From an optimization exercise on the open Yosys and OpenROAD flow, aimed at small area; shortcuts taken in it are not production practice.
Only simulation tests tie the RTL to the original design; equivalence was not proved.
Power figures rest on the tool's default switching activity, not on a simulated workload.

==> flow/design.v <==
`timescale 1ns / 1ps
module connect_four (
        Clk, Reset,
        Left1, Right1, Drop1, Start1,
		  Left2, Right2, Drop2, Start2,
        board, colors, selected_col, player, game_over, winner,
		start_state, end_state
    );
    input Clk, Reset;
	 input Left1, Right1, Drop1, Start1;
	 input Left2, Right2, Drop2, Start2;
    output [41:0] board, colors;
    output [2:0] selected_col;
	output player, game_over;
	output [1:0] winner;
	output start_state, end_state;
    reg [41:0] board;  
    reg [41:0] colors;  
    reg [2:0] selected_col;  
    reg player;  
	 reg game_over;  
    reg [1:0] winner;  
    reg [20:0] col_depth;  
    reg [2:0] state;
    integer index;
    integer i, j;
    localparam
    INITIAL     = 3'b000,
	 START 	    = 3'b001,
    MOVE1       = 3'b010,
	 MOVE2       = 3'b011,
    CHECK_MOVE  = 3'b100,
    CHECK_C4    = 3'b101,
    END         = 3'b110;
	assign start_state = (state==START);
	assign end_state = (state==END);
    always @(posedge Clk, posedge Reset) begin
        if (Reset) begin
            state <= INITIAL;
        end
        else begin : STATE_MACHINE
            (* parallel_case *)
            case (state)
				INITIAL : 
				begin
				  game_over = 0;
				  player <= 0;
				  selected_col <= 3;  
				  winner <= 0;
				  board <= {42{1'b0}};
				  colors <= {42{1'b0}};
				  col_depth <= {20{1'b0}};
				  state <= START;
				end
				START :
				begin
					if(Start1 | Drop1)
						state <= MOVE1;
				end
				MOVE1 :
				begin
				  if(Drop1)
						state <= CHECK_MOVE;
				  else
				  begin
						if(Left1 & !Right1 & (selected_col > 0))
							 selected_col <= selected_col - 1'b1;
						if(Right1 & !Left1 & (selected_col < 6))
							 selected_col <= selected_col + 1'b1;
				  end
				end
				MOVE2 :
				begin
				  if(Drop2)
						state <= CHECK_MOVE;
				  else
				  begin
						if(Left2 & !Right2 & (selected_col > 0))
							 selected_col <= selected_col - 1'b1;
						if(Right2 & !Left2 & (selected_col < 6))
							 selected_col <= selected_col + 1'b1;
				  end
				end
				CHECK_MOVE :
				begin
				  if(col_depth[selected_col*3 +: 3] != 6)
				  begin
						state <= CHECK_C4;
						col_depth[selected_col*3 +: 3] <= col_depth[selected_col*3 +: 3] + 1'b1;
						board[7*col_depth[selected_col*3 +: 3]+selected_col] <= 1;
						if(player)  
							 colors[7*col_depth[selected_col*3 +: 3]+selected_col] <= 1;
				  end
				  else
				  begin
					if(player)
						state <= MOVE2;
					else
						state <= MOVE1;
					end
				end
				CHECK_C4 :
				begin
				  for(i=0; i<7; i=i+1) begin  
						for(j=0; j<3; j=j+1) begin  
							 if(board[7*(j)+i] & board[7*(j+1)+i] & board[7*(j+2)+i] & board[7*(j+3)+i]) begin
									  if(!((colors[7*(j)+i]^colors[7*(j+1)+i]) |
										(colors[7*(j+1)+i]^colors[7*(j+2)+i]) |
										(colors[7*(j+2)+i]^colors[7*(j+3)+i]))) begin
										game_over = 1;
								  end
							 end
						end
				  end
				  for(i=0; i<6; i=i+1) begin  
						for(j=0; j<4; j=j+1) begin  
							 if(board[7*i+(j)] & board[7*i+(j+1)] & board[7*i+(j+2)] & board[7*i+(j+3)]) begin
								  if(!((colors[7*i+(j)]^colors[7*i+(j+1)]) |
										(colors[7*i+(j+1)]^colors[7*i+(j+2)]) |
										(colors[7*i+(j+2)]^colors[7*i+(j+3)]))) begin
										game_over = 1;
								  end
							 end
						end
				  end
				  for(i=0; i<4; i=i+1) begin  
						for(j=0; j<3; j=j+1) begin  
							 if(board[7*(j)+(i)] & board[7*(j+1)+(i+1)] &
								  board[7*(j+2)+(i+2)] & board[7*(j+3)+(i+3)]) begin
								  if(!((colors[7*(j)+(i)]^colors[7*(j+1)+(i+1)]) |
										(colors[7*(j+1)+(i+1)]^colors[7*(j+2)+(i+2)]) |
										(colors[7*(j+2)+(i+2)]^colors[7*(j+3)+(i+3)]))) begin
										game_over = 1;
								  end
							 end
						end
				  end
				  for(i=0; i<4; i=i+1) begin  
						for(j=3; j<6; j=j+1) begin  
							 if(board[7*(j)+(i)] & board[7*(j-1)+(i+1)] &
								  board[7*(j-2)+(i+2)] & board[7*(j-3)+(i+3)]) begin
								  if(!((colors[7*(j)+(i)]^colors[7*(j-1)+(i+1)]) |
										(colors[7*(j-1)+(i+1)]^colors[7*(j-2)+(i+2)]) |
										(colors[7*(j-2)+(i+2)]^colors[7*(j-3)+(i+3)]))) begin
										game_over = 1;
								  end
							 end
						end
				  end
				  if(game_over) begin
						state <= END;
						winner <= { player, ~player };
				  end
				  else begin
						game_over=1;
						for(i=0; i<7; i=i+1) begin
							 if(col_depth[i*3 +: 3] != 6)
								game_over=0;
						end
						if(game_over) begin
							 state <= END;
							 winner <= 2'b00;
						end
						else begin
							 begin
							if(player)
								state <= MOVE1;
							else
								state <= MOVE2;
							end
							 player <= player ^ 1'b1;
							 selected_col <= 3;
						end
				  end
				 end
				 END :
				 begin
					if(Start1 | Start2)
						state <= INITIAL;
				 end
          endcase
        end
    end
endmodule
module hvsync_generator(clk, reset, vga_h_sync, vga_v_sync, inDisplayArea, CounterX, CounterY);
input clk;
input reset;
output vga_h_sync, vga_v_sync;
output inDisplayArea;
output [9:0] CounterX;
output [9:0] CounterY;
reg [9:0] CounterX;
reg [9:0] CounterY;
reg vga_HS, vga_VS;
reg inDisplayArea;
always @(posedge clk)
begin
   if(reset)
      CounterX <= 0;
   else if(CounterX==10'h320)
	   CounterX <= 0;
   else
	   CounterX <= CounterX +1;
end
always @(posedge clk)
begin
   if(reset)
      CounterY<=0; 
   else if(CounterY==10'h209)     
      CounterY<=0;
   else if(CounterX==10'h320)     
      CounterY <= CounterY + 1;
end
always @(posedge clk)
begin
	vga_HS <= (CounterX>655 && CounterX<752); 	 
	vga_VS <= (CounterY==490 ||CounterY==491); 	 
end 
always @(posedge clk)
   if(reset)
      inDisplayArea<=0;
   else
	   inDisplayArea <= (CounterX<640) && (CounterY<480);
assign vga_h_sync = ~vga_HS;
assign vga_v_sync = ~vga_VS;
endmodule
`timescale 1ns / 1ps
module vga_display (
        Clk, Reset,
        VGA_Hsync, VGA_Vsync,
		VGA_Red0, VGA_Green0, VGA_Blue0,	 
		VGA_Red1, VGA_Green1, VGA_Blue1,	 
		VGA_Red2, VGA_Green2, 				 
		board, colors, selected_col,
		player, game_over, winner,
		start_state, end_state
    );
	input Clk, Reset;
	input [41:0] board;
	input [41:0] colors;
	input [2:0] selected_col;
	input player, game_over, start_state, end_state;
	input [1:0] winner;
	output VGA_Hsync, VGA_Vsync;
	output VGA_Red0, VGA_Green0, VGA_Blue0;
	output VGA_Red1, VGA_Green1, VGA_Blue1;
	output VGA_Red2, VGA_Green2;
	wire inDisplayArea;
	wire [9:0] CounterX;
	wire [9:0] CounterY;
	reg [1:0] color;
	reg VGA_Red0, VGA_Green0, VGA_Blue0;
	reg VGA_Red1, VGA_Green1, VGA_Blue1;
	reg VGA_Red2, VGA_Green2;
	wire [9:0] x_centers [6:0];
	wire [9:0] y_centers [5:0];
	genvar gi;
	generate
		for(gi=0; gi<7; gi=gi+1) begin : XC
			assign x_centers[gi] = 10'd125 + 10'd65*gi;
		end
		for(gi=0; gi<6; gi=gi+1) begin : YC
			assign y_centers[gi] = 10'd442 - 10'd65*gi;
		end
	endgenerate
	hvsync_generator syncgen(
		.clk(Clk), .reset(Reset),
		.vga_h_sync(VGA_Hsync), .vga_v_sync(VGA_Vsync),
		.inDisplayArea(inDisplayArea),
		.CounterX(CounterX), .CounterY(CounterY)
	);
	integer row, col, offset;
	localparam
    WHITE  = 2'b00,
	 RED	  = 2'b01,
    BLACK  = 2'b10,
    YELLOW = 2'b11,
	 LTR_A  = 4'b0000,
	 LTR_B  = 4'b0001,
	 LTR_C  = 4'b0010,
	 LTR_D  = 4'b0011,
	 LTR_E  = 4'b0100,
	 LTR_I  = 4'b0101,
	 LTR_K  = 4'b0110,
	 LTR_L  = 4'b0111,
	 LTR_N  = 4'b1000,
	 LTR_P  = 4'b1001,
	 LTR_R  = 4'b1010,
	 LTR_S  = 4'b1011,
	 LTR_T  = 4'b1100,
	 LTR_W  = 4'b1101;
	function [1:0] color_letter;
	input [3:0] letter;
	input [9:0] x;
	input [9:0] y;
	input [1:0] fill;
	begin
		color_letter = WHITE;
		case(letter)
			LTR_A :
			begin
				if(((CounterX>=x && CounterX<=x+5)||(CounterX>=x+18 && CounterX<=x+23)) && CounterY>=y+24 && CounterY<=y+29)
					color_letter = fill;
				if(CounterX>=x+9 && CounterX<=x+14 && ((CounterY>=y && CounterY<=y+11)||(CounterY>=y+21 && CounterY<=y+23)))
					color_letter = fill;
				if(((CounterX>=x+3 && CounterX<=x+8)||(CounterX>=x+15 && CounterX<=x+20)) && CounterY>=y+15 && CounterY<=y+23)
					color_letter = fill;
				if(((CounterX>=x+6 && CounterX<=x+8)||(CounterX>=x+15 && CounterX<=x+17)) && CounterY>=y+6 && CounterY<=y+23)
					color_letter = fill;
			end
			LTR_B :
			begin
				if(CounterX >= x && CounterX <= x+5 && CounterY>=y && CounterY<=y+29)
					color_letter = fill;
				if(CounterX >= x && CounterX <= x+20 && ((CounterY>=y && CounterY<=y+2)||(CounterY>=y+12 && CounterY<=y+14)||(CounterY>=y+27 && CounterY<=y+29)))
					color_letter = fill;
				if(CounterX >= x+18 && CounterX <= x+23 && ((CounterY>=y+3 && CounterY<=y+11)||(CounterY>=y+15 && CounterY<=y+26)))
					color_letter = fill;				
			end
			LTR_C :
			begin
				if(CounterX >= x && CounterX <= x+5 && CounterY>=y+6 && CounterY<=y+23)
					color_letter = fill;
				if(CounterX >= x+6 && CounterX <= x+17 && ((CounterY>=y && CounterY<=y+2)||(CounterY>=y+27 && CounterY<=y+29)))
					color_letter = fill;
				if(((CounterX >= x+3 && CounterX <= x+8)||(CounterX >= x+15 && CounterX <= x+20)) && ((CounterY>=y+3 && CounterY<=y+5)||(CounterY>=y+24 && CounterY<=y+26)))
					color_letter = fill;
				if(CounterX >= x+18 && CounterX <= x+20 && ((CounterY>=y+3 && CounterY<=y+8)||(CounterY>=y+21 && CounterY<=y+26)))
					color_letter = fill;
			end
			LTR_D :
			begin
				if(CounterX >= x && CounterX <= x+5 && CounterY>=y && CounterY<=y+29)
					color_letter = fill;
				if(CounterX >= x && CounterX <= x+17 && ((CounterY>=y && CounterY<=y+2)||(CounterY>=y+27 && CounterY<=y+29)))
					color_letter = fill;
				if(CounterX >= x+15 && CounterX <= x+20 && ((CounterY>=y+3 && CounterY<=y+5)||(CounterY>=y+24 && CounterY<=y+26)))
					color_letter = fill;
				if(CounterX >= x+18 && CounterX <= x+23 && CounterY>=y+6 && CounterY<=y+23)
					color_letter = fill;
			end
			LTR_E :
			begin
				if(CounterX >= x && CounterX <= x+5 && CounterY>=y && CounterY<=y+29)
					color_letter = fill;
				if(CounterX >= x && CounterX <= x+20 && ((CounterY>=y && CounterY<=y+2)||(CounterY>=y+27 && CounterY<=y+29)))
					color_letter = fill;
				if(CounterX >= x && CounterX <= x+17 && CounterY>=y+12 && CounterY<=y+14)
					color_letter = fill;
			end
			LTR_I :
			begin
				if(CounterX >= x && CounterX <= x+5 && CounterY>=y && CounterY<=y+29)
					color_letter = fill;
			end
			LTR_K :
			begin
				if(CounterX >= x && CounterX <= x+5 && CounterY>=y && CounterY<=y+29)
					color_letter = fill;
				if(CounterX >= x+6 && CounterX <= x+8 && CounterY>=y+9 && CounterY<=y+17)
					color_letter = fill;
				if(CounterX >= x+9 && CounterX <= x+11 && ((CounterY>=y+6 && CounterY<=y+11)||(CounterY>=y+15 && CounterY<=y+20)))
					color_letter = fill;
				if(CounterX >= x+12 && CounterX <= x+14 && ((CounterY>=y+3 && CounterY<=y+8)||(CounterY>=y+18 && CounterY<=y+23)))
					color_letter = fill;
				if(CounterX >= x+15 && CounterX <= x+17 && ((CounterY>=y && CounterY<=y+5)||(CounterY>=y+21 && CounterY<=y+26)))
					color_letter = fill;
				if(CounterX >= x+18 && CounterX <= x+20 && ((CounterY>=y && CounterY<=y+2)||(CounterY>=y+24 && CounterY<=y+29)))
					color_letter = fill;
				if(CounterX >= x+21 && CounterX <= x+23 && CounterY>=y+27 && CounterY<=y+29)
					color_letter = fill;
			end
			LTR_L :
			begin
				if(CounterX>=x && CounterX<=x+5 && CounterY>=y && CounterY<=y+29)
					color_letter = fill;
				if(CounterX>=x && CounterX<=x+19 && CounterY>=y+27 && CounterY<=y+29)
					color_letter = fill;
			end
			LTR_N :
			begin
				if(((CounterX >= x && CounterX <= x+5)||(CounterX >= x+18 && CounterX <= x+23)) && CounterY>=y && CounterY<=y+29)
					color_letter = fill;
				if(CounterX >= x+6 && CounterX <= x+8 && CounterY>=y+3 && CounterY<=y+11)
					color_letter = fill;
				if(CounterX >= x+9 && CounterX <= x+11 && CounterY>=y+6 && CounterY<=y+17)
					color_letter = fill;
				if(CounterX >= x+12 && CounterX <= x+14 && CounterY>=y+12 && CounterY<=y+23)
					color_letter = fill;
				if(CounterX >= x+15 && CounterX <= x+17 && CounterY>=y+18 && CounterY<=y+26)
					color_letter = fill;
			end
			LTR_P :
			begin
				if(CounterX >= x && CounterX <= x+5 && CounterY>=y && CounterY<=y+29)
					color_letter = fill;
				if(CounterX >= x && CounterX <= x+20 && ((CounterY>=y && CounterY<=y+2)||(CounterY>=y+15 && CounterY<=y+17)))
					color_letter = fill;
				if(CounterX >= x+18 && CounterX <= x+23 && (CounterY>=y+3 && CounterY<=y+14))
					color_letter = fill;
			end
			LTR_R :
			begin
				if(CounterX >= x && CounterX <= x+5 && CounterY>=y && CounterY<=y+29)
					color_letter = fill;
				if(CounterX >= x && CounterX <= x+20 && ((CounterY>=y && CounterY<=y+2)||(CounterY>=y+15 && CounterY<=y+17)))
					color_letter = fill;
				if(CounterX >= x+18 && CounterX <= x+23 && ((CounterY>=y+3 && CounterY<=y+14) || (CounterY>=y+18 && CounterY<=y+26)))
					color_letter = fill;
				if(CounterX >= x+21 && CounterX <= x+26 && CounterY>=y+27 && CounterY<=y+29)
					color_letter = fill;
			end
			LTR_S :
			begin
				if(CounterX >= x+3 && CounterX <= x+17 && ((CounterY>=y && CounterY<=y+2)||(CounterY>=y+27 && CounterY<=y+29)))
					color_letter = fill;
				if(CounterX >= x && CounterX <= x+5 && ((CounterY>=y+3 && CounterY<=y+11) || (CounterY>=y+21 && CounterY<=y+26)))
					color_letter = fill;
				if(CounterX >= x+15 && CounterX <= x+20 && ((CounterY>=y+3 && CounterY<=y+8) || (CounterY>=y+18 && CounterY<=y+26)))
					color_letter = fill;
				if(CounterX >= x+3 && CounterX <= x+11 && CounterY>=y+12 && CounterY<=y+14)
					color_letter = fill;
				if(CounterX >= x+9 && CounterX <= x+17 && CounterY>=y+15 && CounterY<=y+17)
					color_letter = fill;
			end
			LTR_T :
			begin
				if(CounterX>=x && CounterX<=x+23 && CounterY>=y && CounterY<=y+2)
					color_letter = fill;
				if(CounterX>=x+9 && CounterX<=x+14 && CounterY>=y && CounterY<=y+29)
					color_letter = fill;
			end
			LTR_W :
			begin
				if(CounterY>=y && CounterY<=y+8 && ((CounterX>=x && CounterX<=x+5)||(CounterX>=x+36 && CounterX<=x+41)))
					color_letter = fill;
				if(CounterY>=y+9 && CounterY<=y+14 && ((CounterX>=x+3 && CounterX<=x+8)||(CounterX>=x+33 && CounterX<=x+38)))
					color_letter = fill;
				if(CounterY>=y+15 && CounterY<=y+20 && ((CounterX>=x+6 && CounterX<=x+11)||(CounterX>=x+30 && CounterX<=x+35)))
					color_letter = fill;
				if(CounterY>=y+18 && CounterY<=y+29 && ((CounterX>=x+9 && CounterX<=x+14)||(CounterX>=x+27 && CounterX<=x+32)))
					color_letter = fill;
				if(CounterX>=x+18 && CounterX<=x+23 && CounterY>=y && CounterY<=y+14)
					color_letter = fill;
				if(CounterY>=y+9 && CounterY<=y+20 && ((CounterX>=x+15 && CounterX<=x+17)||(CounterX>=x+24 && CounterX<=x+26)))
					color_letter = fill;
			end
		endcase
	end
	endfunction
	always @(posedge Clk)
	begin : GAME_DISPLAY
		if(!Reset)
		begin
			color=WHITE;
			if(CounterX >= 88 && CounterX <= 551 && CounterY >= 80 && CounterY <= 479) begin
				color=YELLOW;
			end
			for(row=0; row<6; row=row+1) begin
				for(col=0; col<7; col=col+1) begin
					if(CounterX >= (x_centers[col]-27) && CounterX <= (x_centers[col]+27) && CounterY >= (y_centers[row]-27) && CounterY <= (y_centers[row]+27)) begin
						if(board[7*(row)+col] == 1'b1)  
							color=(colors[7*(row)+col] == 1'b1)?BLACK:RED;
						else  
							color=WHITE;
					end
				end
			end
			if(CounterY >=13 && CounterY <= 67) begin
				if(start_state) begin
					if(CounterX >= 184 && CounterX <= 207)
						color=color_letter(LTR_P,184, 25, BLACK);
					if(CounterX >= 211 && CounterX <= 237)
						color=color_letter(LTR_R,211, 25, BLACK);
					if(CounterX >= 241 && CounterX <= 261)
						color=color_letter(LTR_E,241, 25, BLACK);
					if(CounterX >= 266 && CounterX <= 286)
						color=color_letter(LTR_S,266, 25, BLACK);
					if(CounterX >= 293 && CounterX <= 313)
						color=color_letter(LTR_S,293, 25, BLACK);
					if(CounterX >= 327 && CounterX <= 347)
						color=color_letter(LTR_S,327, 25, BLACK);
					if(CounterX >= 351 && CounterX <= 374)
						color=color_letter(LTR_T,351, 25, BLACK);
					if(CounterX >= 375 && CounterX <= 398)
						color=color_letter(LTR_A,375, 25, BLACK);
					if(CounterX >= 402 && CounterX <= 428)
						color=color_letter(LTR_R,402, 25, BLACK);
					if(CounterX >= 429 && CounterX <= 452)
						color=color_letter(LTR_T,429, 25, BLACK);
				end
				else if(end_state) begin
					case(winner)
					 2'b00:
					 begin
						if(CounterX >= 262 && CounterX <= 285)
							color=color_letter(LTR_D,262, 25, YELLOW);
						if(CounterX >= 290 && CounterX <= 316)
							color=color_letter(LTR_R,290, 25, YELLOW);
						if(CounterX >= 320 && CounterX <= 343)
							color=color_letter(LTR_A,320, 25, YELLOW);
						if(CounterX >= 344 && CounterX <= 385)
							color=color_letter(LTR_W,344, 25, YELLOW);
					 end
					 2'b01:  
					 begin
						if(CounterX >= 229 && CounterX <= 255)
							color=color_letter(LTR_R,229, 25, RED);
						if(CounterX >= 259 && CounterX <= 279)
							color=color_letter(LTR_E,259, 25, RED);
						if(CounterX >= 285 && CounterX <= 306)
							color=color_letter(LTR_D,285, 25, RED);
						if(CounterX >= 332 && CounterX <= 373)
							color=color_letter(LTR_W,332, 25, RED);
						if(CounterX >= 377 && CounterX <= 382)
							color=color_letter(LTR_I,377, 25, RED);
						if(CounterX >= 389 && CounterX <= 412)
							color=color_letter(LTR_N,389, 25, RED);
						if(CounterX >= 418 && CounterX <= 438)
							color=color_letter(LTR_S,418, 25, RED);
					 end
					 2'b10:  
					 begin
						if(CounterX >= 185 && CounterX <= 208)
							color=color_letter(LTR_B,185, 25, BLACK);
						if(CounterX >= 213 && CounterX <= 232)
							color=color_letter(LTR_L,213, 25, BLACK);
						if(CounterX >= 235 && CounterX <= 259)
							color=color_letter(LTR_A,235, 25, BLACK);
						if(CounterX >= 263 && CounterX <= 283)
							color=color_letter(LTR_C,263, 25, BLACK);
						if(CounterX >= 288 && CounterX <= 311)
							color=color_letter(LTR_K,288, 25, BLACK);
						if(CounterX >= 332 && CounterX <= 373)
							color=color_letter(LTR_W,332, 25, BLACK);
						if(CounterX >= 377 && CounterX <= 382)
							color=color_letter(LTR_I,377, 25, BLACK);
						if(CounterX >= 389 && CounterX <= 412)
							color=color_letter(LTR_N,389, 25, BLACK);
						if(CounterX >= 418 && CounterX <= 438)
							color=color_letter(LTR_S,418, 25, BLACK);
					 end
					 endcase
				end
				else begin
					if(CounterX >= (x_centers[selected_col]-27) && CounterX <= (x_centers[selected_col]+27)) begin
						color = (player==1'b1)?BLACK:RED;  
					end
				end
			end
			case(color)
				RED:
				begin
					VGA_Red0 <= 1'b0;
					VGA_Red1 <= inDisplayArea;
					VGA_Red2 <= inDisplayArea;
					VGA_Green0 <= 1'b0;
					VGA_Green1 <= 1'b0;
					VGA_Green2 <= 1'b0;
					VGA_Blue0 <= 1'b0;
					VGA_Blue1 <= 1'b0;
				end
				BLACK:
				begin
					VGA_Red0 <= 1'b0;
					VGA_Red1 <= 1'b0;
					VGA_Red2 <= 1'b0;
					VGA_Green0 <= 1'b0;
					VGA_Green1 <= 1'b0;
					VGA_Green2 <= 1'b0;
					VGA_Blue0 <= 1'b0;
					VGA_Blue1 <= 1'b0;
				end
				WHITE:
				begin
					VGA_Red0 <= inDisplayArea;
					VGA_Red1 <= inDisplayArea;
					VGA_Red2 <= inDisplayArea;
					VGA_Green0 <= inDisplayArea;
					VGA_Green1 <= inDisplayArea;
					VGA_Green2 <= inDisplayArea;
					VGA_Blue0 <= inDisplayArea;
					VGA_Blue1 <= inDisplayArea;
				end
				YELLOW:
				begin
					VGA_Red0 <= 1'b0;
					VGA_Red1 <= inDisplayArea;
					VGA_Red2 <= inDisplayArea;
					VGA_Green0 <= 1'b0;
					VGA_Green1 <= inDisplayArea;
					VGA_Green2 <= inDisplayArea;
					VGA_Blue0 <= 1'b0;
					VGA_Blue1 <= 1'b0;
				end
			endcase
		end
	end
endmodule
`timescale 1ns / 1ps
module connect4_core (
        Clk, Reset,
        Left1, Right1, Drop1, Start1,
        Left2, Right2, Drop2, Start2,
        VGA_Red0, VGA_Green0, VGA_Blue0,
        VGA_Red1, VGA_Green1, VGA_Blue1,
        VGA_Red2, VGA_Green2,
        VGA_Hsync, VGA_Vsync,
        Ld6, Ld5, Ld4, Ld3, Ld2, Ld1, Ld0,
        board, colors, selected_col, player, game_over, winner,
        start_state, end_state
    );
    input Clk, Reset;
    input Left1, Right1, Drop1, Start1;
    input Left2, Right2, Drop2, Start2;
    output VGA_Red0, VGA_Green0, VGA_Blue0;
    output VGA_Red1, VGA_Green1, VGA_Blue1;
    output VGA_Red2, VGA_Green2;
    output VGA_Hsync, VGA_Vsync;
    output Ld6, Ld5, Ld4, Ld3, Ld2, Ld1, Ld0;
    output [41:0] board, colors;
    output [2:0] selected_col;
    output player, game_over;
    output [1:0] winner;
    output start_state, end_state;
    connect_four connect_four_mod(
        .Clk(Clk), .Reset(Reset),
        .Left1(Left1), .Right1(Right1), .Drop1(Drop1), .Start1(Start1),
        .Left2(Left2), .Right2(Right2), .Drop2(Drop2), .Start2(Start2),
        .board(board), .colors(colors), .selected_col(selected_col),
        .player(player), .game_over(game_over), .winner(winner),
        .start_state(start_state), .end_state(end_state)
    );
    vga_display vga_display_mod(
        .Clk(Clk), .Reset(Reset),
        .VGA_Hsync(VGA_Hsync), .VGA_Vsync(VGA_Vsync),
        .VGA_Red0(VGA_Red0), .VGA_Green0(VGA_Green0), .VGA_Blue0(VGA_Blue0),
        .VGA_Red1(VGA_Red1), .VGA_Green1(VGA_Green1), .VGA_Blue1(VGA_Blue1),
        .VGA_Red2(VGA_Red2), .VGA_Green2(VGA_Green2),
        .board(board), .colors(colors), .selected_col(selected_col),
        .player(player), .game_over(game_over), .winner(winner),
        .start_state(start_state), .end_state(end_state)
    );
    assign Ld6 = (selected_col == 0);
    assign Ld5 = (selected_col == 1);
    assign Ld4 = (selected_col == 2);
    assign Ld3 = (selected_col == 3);
    assign Ld2 = (selected_col == 4);
    assign Ld1 = (selected_col == 5);
    assign Ld0 = (selected_col == 6);
endmodule
==> flow/run.sh <==
#!/bin/bash
# synth_recipe.tcl (not shown) runs the flow's synth.tcl, then flattens the netlist and writes it again
# the make line also repeats each setting of config.mk as NAME=value (left out here)
make -C /OpenROAD-flow-scripts/flow DESIGN_CONFIG=/design/flow/config.mk WORK_HOME=/design/flow/orfs CLKGATE_MAP_FILE= SYNTH_SCRIPT=/design/flow/synth_recipe.tcl finish
==> flow/constraint.sdc <==
create_clock -name core_clock -period 10.0 [get_ports {Clk}]
set_input_delay 2.0000 -clock core_clock [delete_from_list [all_inputs] [get_ports {Clk}]]
set_output_delay 2.0000 -clock core_clock [all_outputs]
set_load 0.01 [all_outputs]
==> flow/config.mk <==
export PLATFORM = sky130hd
export DESIGN_NAME = connect4_core
export DESIGN_NICKNAME = connect4_core
export VERILOG_FILES = /design/flow/design.v
export SDC_FILE = /design/flow/constraint.sdc
export NUM_CORES = 4
export LEC_CHECK = 0
export CAP_MARGIN = 20
export CORE_MARGIN = 2
export CORE_UTILIZATION = 40
export SLEW_MARGIN = 20
==> impl_metrics.xml <==
<?xml version="1.0" encoding="UTF-8"?>
<metrics>
  <group name="power">
    <metric name="seq_power_share" unit="">0.294</metric>
    <metric name="power_switching" unit="mW">2.064</metric>
    <metric name="power_per_cell_area" unit="nW/um^2">225.4</metric>
    <metric name="switching_share" unit="">0.5051</metric>
    <metric name="comb_power_share" unit="">0.527</metric>
    <metric name="vdd_drop_max" unit="mV">0.2398</metric>
    <metric name="cellLeakagePower" unit="nW">5.866</metric>
    <metric name="power.share.clock" unit="">0.179</metric>
    <metric name="power.internal" unit="mW">2.022</metric>
  </group>
  <group name="grt">
    <metric name="global_route.usage.total" unit="">0.3926</metric>
    <metric name="overflow" unit="">0</metric>
    <metric name="first_global_vias" unit="">17587</metric>
    <metric name="grt_antenna_before_repair" unit="">1</metric>
    <metric name="grt_max_degree" unit="">83</metric>
    <metric name="grt_pass1_wl" unit="mm">121.2</metric>
  </group>
  <group name="timing">
    <metric name="skew" unit="ns">0.01772</metric>
    <metric name="worst_pin_slew" unit="ns">1.188</metric>
    <metric name="fin_tns_setup" unit="ns">0</metric>
    <metric name="fmax" unit="MHz">171.7</metric>
    <metric name="timing.final.crit_period" unit="ns">5.824</metric>
    <metric name="slew_violations" unit="">0</metric>
    <metric name="finalHoldWorstSlack" unit="ns">0.5943</metric>
    <metric name="min_period_over_period" unit="">0.5824</metric>
    <metric name="setup_violations" unit="">0</metric>
    <metric name="slew_headroom" unit="">0.2010</metric>
    <metric name="finalHoldViolCount" unit="">0</metric>
    <metric name="grt_setup_unrepaired" unit="">false</metric>
  </group>
  <group name="worst_setup_path">
    <metric name="worstSetupEndpointType" unit="">flip-flop</metric>
    <metric name="worstRegToRegCells" unit="">17</metric>
    <metric name="start_point_of_the_critical_path" unit="">connect_four_mod.selected_col[0]</metric>
    <metric name="critPathArrivalTime" unit="ns">6.17</metric>
    <metric name="crit_required" unit="ns">10.35</metric>
    <metric name="start_kind" unit="">flip-flop</metric>
    <metric name="timing.reg2reg.setup_slack" unit="ns">4.18</metric>
    <metric name="crit_path_max_fanout" unit="">16</metric>
    <metric name="worstSetupEndpoint" unit="">connect_four_mod.colors[1]</metric>
    <metric name="regToRegEndpoint" unit="">connect_four_mod.colors[1]</metric>
    <metric name="setup.worst_path.class" unit="">flip-flop to flip-flop</metric>
    <metric name="worst_r2r_startpoint" unit="">connect_four_mod.selected_col[0]</metric>
  </group>
  <group name="cts">
    <metric name="post-cts-setup-buffer-count" unit="">0</metric>
    <metric name="cts.sink_count" unit="">141</metric>
    <metric name="clk-insertion-delay-late" unit="ns">0.48</metric>
    <metric name="hold_buffers" unit="">0</metric>
    <metric name="postCtsResizedCells" unit="">0</metric>
    <metric name="htreeDepth" unit="">4</metric>
    <metric name="clockRootBuffer" unit="">sky130_fd_sc_hd__clkbuf_16</metric>
    <metric name="cts_tree" unit="">done</metric>
    <metric name="cts_buffer_depth" unit="">2</metric>
    <metric name="clock_transition_at_path_regs" unit="ns">0.07</metric>
    <metric name="cts_made_buffers" unit="">17</metric>
  </group>
  <group name="drt">
    <metric name="postRouteWirelength" unit="mm">83.01</metric>
    <metric name="detail_route.drc_violations" unit="">0</metric>
    <metric name="post_drt_via_cell_ratio" unit="">7.181</metric>
    <metric name="routed-via-count" unit="">18792</metric>
    <metric name="avgRoutedWirePerCell" unit="microns">31.72</metric>
    <metric name="drt-initial-drc-count" unit="">2482</metric>
    <metric name="drtAntennaViolNets" unit="">0</metric>
    <metric name="drt_first_pass_iters" unit="">6</metric>
  </group>
  <group name="floorplanning">
    <metric name="placeableCoreArea" unit="sq um">40010</metric>
    <metric name="floorplan.die_area" unit="sq um">42390</metric>
    <metric name="rows" unit="">73</metric>
    <metric name="fp.dieW" unit="microns">205.9</metric>
    <metric name="die_h" unit="microns">205.9</metric>
    <metric name="floorplan.initialDensity" unit="">0.4075</metric>
    <metric name="i_o_pin_total" unit="">120</metric>
  </group>
  <group name="layout">
    <metric name="final.fill_count" unit="">4096</metric>
    <metric name="area_growth" unit="%">11.19</metric>
    <metric name="drive_gt1_frac" unit="">0.06979</metric>
    <metric name="total_number_of_nets_in_the_final_design" unit="">2141</metric>
    <metric name="n_antenna_cell" unit="">0</metric>
    <metric name="final-instance-count-excl-fill" unit="">2617</metric>
  </group>
  <group name="logic_synthesis">
    <metric name="synthSimpleGateAreaFrac" unit="">0.2864</metric>
    <metric name="synth-seq-cells" unit="">141</metric>
    <metric name="ys.flop_type" unit="">sky130_fd_sc_hd__edfxtp_1</metric>
    <metric name="synth_compound_gate_area_share" unit="">0.3107</metric>
    <metric name="synth_cell_type_count" unit="">117</metric>
    <metric name="async_flop_share" unit="">0.02128</metric>
    <metric name="synth-edff-count" unit="">115</metric>
    <metric name="syn-instance-count" unit="">2109</metric>
    <metric name="yosys.area_share.xor_xnor" unit="">0.03223</metric>
    <metric name="syn_area" unit="sq um">16300</metric>
    <metric name="combinational_family_with_the_most_area_after_synthesis" unit="">compound AO/OA/AOI/OAI gates</metric>
    <metric name="synth.area.mux_share" unit="">0.009900</metric>
    <metric name="yosys_warnings" unit="">3</metric>
    <metric name="syn_area_per_cell" unit="sq um">7.730</metric>
    <metric name="synth-adder-area-share" unit="">0.04175</metric>
    <metric name="synth_nets" unit="">2171</metric>
    <metric name="synth_sequential_area_ratio" unit="">0.2447</metric>
  </group>
  <group name="place">
    <metric name="dpl.cell_count" unit="">2585</metric>
    <metric name="port_buffers" unit="">119</metric>
    <metric name="place_hpwl" unit="mm">59.78</metric>
    <metric name="place.gp.congestion" unit="">1.041</metric>
  </group>
  <group name="flow_run">
    <metric name="drv.max_cap_violation_count" unit="">0</metric>
  </group>
  <group name="run_status">
    <metric name="status" unit="">timing/DRC/antenna clean</metric>
  </group>
  <group name="hold_path">
    <metric name="worstHoldPathType" unit="">flip-flop to flip-flop</metric>
  </group>
</metrics>
==> how the worst min path moves through the flow <==
stage / slack (ns) / depth (start not counted) / endpoint / start
floorplan: 0.51 / 1 / vga_display_mod.VGA_Green1 / vga_display_mod.syncgen.inDisplayArea
global placement: 0.53 / 1 / vga_display_mod.VGA_Green1 / vga_display_mod.syncgen.inDisplayArea
detailed placement: 0.57 / 1 / vga_display_mod.VGA_Red1 / vga_display_mod.syncgen.inDisplayArea
CTS: 0.58 / 1 / vga_display_mod.VGA_Red1 / vga_display_mod.syncgen.inDisplayArea
global route: 0.61 / 1 / vga_display_mod.VGA_Red1 / vga_display_mod.syncgen.inDisplayArea
finish: 0.59 / 1 / vga_display_mod.VGA_Red1 / vga_display_mod.syncgen.inDisplayArea
==> placed cells by master, fill, tap and decap left out, types with 12 or more instances in the layout <==
cell type                         instances
sky130_fd_sc_hd__nor2_1                 199
sky130_fd_sc_hd__nand2_1                172
sky130_fd_sc_hd__a21oi_1                128
sky130_fd_sc_hd__clkdlybuf4s50_1        119
sky130_fd_sc_hd__edfxtp_1               115
sky130_fd_sc_hd__o21ai_0                 95
sky130_fd_sc_hd__o21a_1                  95
sky130_fd_sc_hd__nand4_1                 86
sky130_fd_sc_hd__nor3_1                  65
sky130_fd_sc_hd__nand3_1                 62
sky130_fd_sc_hd__inv_1                   53
sky130_fd_sc_hd__nand2b_1                53
sky130_fd_sc_hd__xnor2_1                 51
sky130_fd_sc_hd__ha_1                    48
sky130_fd_sc_hd__nor2b_1                 37
sky130_fd_sc_hd__buf_4                   36
sky130_fd_sc_hd__a31oi_1                 32
sky130_fd_sc_hd__nor4_1                  28
sky130_fd_sc_hd__a22oi_1                 27
sky130_fd_sc_hd__and3_1                  27
sky130_fd_sc_hd__or4_1                   24
sky130_fd_sc_hd__o211ai_1                22
sky130_fd_sc_hd__or3_1                   20
sky130_fd_sc_hd__dfxtp_1                 20
sky130_fd_sc_hd__a2111oi_0               19
sky130_fd_sc_hd__a211oi_1                18
sky130_fd_sc_hd__o22ai_1                 17
sky130_fd_sc_hd__o21ai_1                 17
sky130_fd_sc_hd__clkbuf_16               17
sky130_fd_sc_hd__and2_1                  16
sky130_fd_sc_hd__a21o_1                  16
sky130_fd_sc_hd__o2111ai_1               15
sky130_fd_sc_hd__o31ai_1                 15
sky130_fd_sc_hd__a32oi_1                 14
sky130_fd_sc_hd__a31o_2                  12
==> sequential cells by signal, indices dropped and copies added, names as in the netlist <==
register and cells:
connect_four_mod.colors 42, connect_four_mod.winner 2, connect_four_mod.player 1, vga_display_mod.syncgen.CounterX 10
connect_four_mod.state 3, connect_four_mod.selected_col 3, vga_display_mod.VGA_Green1 1, connect_four_mod.col_depth 21
vga_display_mod.syncgen.vga_VS 1, vga_display_mod.syncgen.vga_HS 1, vga_display_mod.syncgen.inDisplayArea 1, connect_four_mod.game_over 1
vga_display_mod.VGA_Red0 1, connect_four_mod.board 42, vga_display_mod.syncgen.CounterY 10, vga_display_mod.VGA_Red1 1
==> through the flow <==
step	setup WS (ns)	power, mW	utilization	area, sq um
global placement	4.351	3.281	0.4363	17450
detailed placement	4.179	3.311	0.4364	17460
floorplan	1.282	2.489	-	16300
finish	4.177	4.087	0.4531	18130
global route	3.599	4.328	0.4531	18130
CTS	4.152	4.058	0.4531	18130
==> worst max-delay path: stages, from the launching register on <==
cell                       delay (ns)
sky130_fd_sc_hd__edfxtp_1        0.75
sky130_fd_sc_hd__mux4_2          0.57
sky130_fd_sc_hd__o21ai_0         0.62
sky130_fd_sc_hd__fa_1            0.54
sky130_fd_sc_hd__inv_1           0.07
sky130_fd_sc_hd__ha_1            0.23
sky130_fd_sc_hd__ha_1            0.32
sky130_fd_sc_hd__nor2b_1         0.15
sky130_fd_sc_hd__o21ai_0         0.36
sky130_fd_sc_hd__or3_1           0.23
sky130_fd_sc_hd__a21oi_1         0.08
sky130_fd_sc_hd__a21o_1          0.16
sky130_fd_sc_hd__nor2b_1         0.14
sky130_fd_sc_hd__ha_1            0.19
sky130_fd_sc_hd__a31oi_1         0.28
sky130_fd_sc_hd__nand3_1         0.54
sky130_fd_sc_hd__nor2_1          0.32
sky130_fd_sc_hd__o21a_1          0.14
==> power groups by stage <==
stage	registers, mW	clock network [mW]	logic [mW]
2_1_floorplan	0.949	0	1.54
3_3_place_gp	1.18	0	2.10
3_5_place_dp	1.18	0	2.13
4_1_cts	1.17	0.742	2.14
5_1_grt	1.20	0.766	2.36
6_report	1.20	0.730	2.16
==> area by class of cell <==
class                   count  area (sq um)  share of cell area
clock inverters            10         171.4            0.009456
repair buffers            155          1461             0.08062
inverters                  55         206.4             0.01139
well taps                 525         656.9             0.03624
flip-flops and latches    141          3993              0.2203
clock buffers              22         494.2             0.02726
multi-input cells        1709         11140              0.6148
==> Yosys cell counts (all sizes together), types with 12 or more instances <==
master / n / area (sq um)
dfxtp: 23 / 460.4
nand3: 63 / 320.3
nor4: 31 / 221.5
o22ai: 17 / 106.4
edfxtp: 115 / 3453
a21oi: 132 / 690.7
o211ai: 23 / 177.7
a211oi: 20 / 155.1
xnor2: 51 / 446.7
inv: 53 / 198.9
and3: 28 / 180.2
nor3: 68 / 355.3
buf: 102 / 620.6
clkbuf: 102 / 384.1
a31oi: 35 / 246.5
nand4: 86 / 538.0
o31ai: 17 / 137.6
and2: 19 / 122.6
ha: 48 / 600.6
nand2: 173 / 651.9
a22oi: 27 / 202.7
o2111ai: 15 / 131.4
a2111oi: 21 / 196.4
or4: 24 / 180.2
o21a: 95 / 713.2
nor3b: 12 / 90.09
or3: 21 / 136.4
o21ai: 113 / 569.3
a31o: 13 / 113.9
a32oi: 14 / 122.6
nor2: 203 / 769.5
nand2b: 53 / 331.6
nor2b: 37 / 231.5
a21o: 16 / 120.1
==> metal layers <==
metal	GRT usage	share of wire
met1	0.4964	0.38
met2	0.6013	0.44
met3	0.09303	0.11
met4	0.2495	0.071
met5	0	0.00020
==> logic make-up (layout without fill, tap and decap cells) <==
| logic type | Yosys count | after routing |
|---|---|---|
| buf+inv | 259 | 242 |
| mux | 12 | 12 |
| compound gates | 705 | 705 |
| fa+ha+maj | 52 | 52 |
| xor+xnor | 60 | 60 |
| flops | 141 | 141 |
| simple gates | 880 | 880 |

==> separate check: timing with driven ports <==
Ports are ideal in the flow. The routed layout listed here was re-timed in OpenROAD. Step 1 (the two cells are an assumption about what drives the block):
set clk [get_ports {Clk}]
set_driving_cell -lib_cell sky130_fd_sc_hd__clkbuf_16 $clk
set_driving_cell -lib_cell sky130_fd_sc_hd__buf_2 [delete_from_list [all_inputs] $clk]
Step 2, shift: input delay + t, output delay - t, t = (earliest + latest rising clock arrival at the registers) / 2. This alone moves slack from input paths to output paths. a / b / c = no drivers / after step 1 / after step 2; a / b = the first two.
t (ns): 0.534
setup slack, ns: 4.176 / 4.176 / 4.176
worst register clock-pin slew, ns: 0.07 / 0.07
After both steps this run still meets setup and hold. For this run, drivers alone change the setup slack by 0.000 ns; drivers and shift together by 0.000 ns.
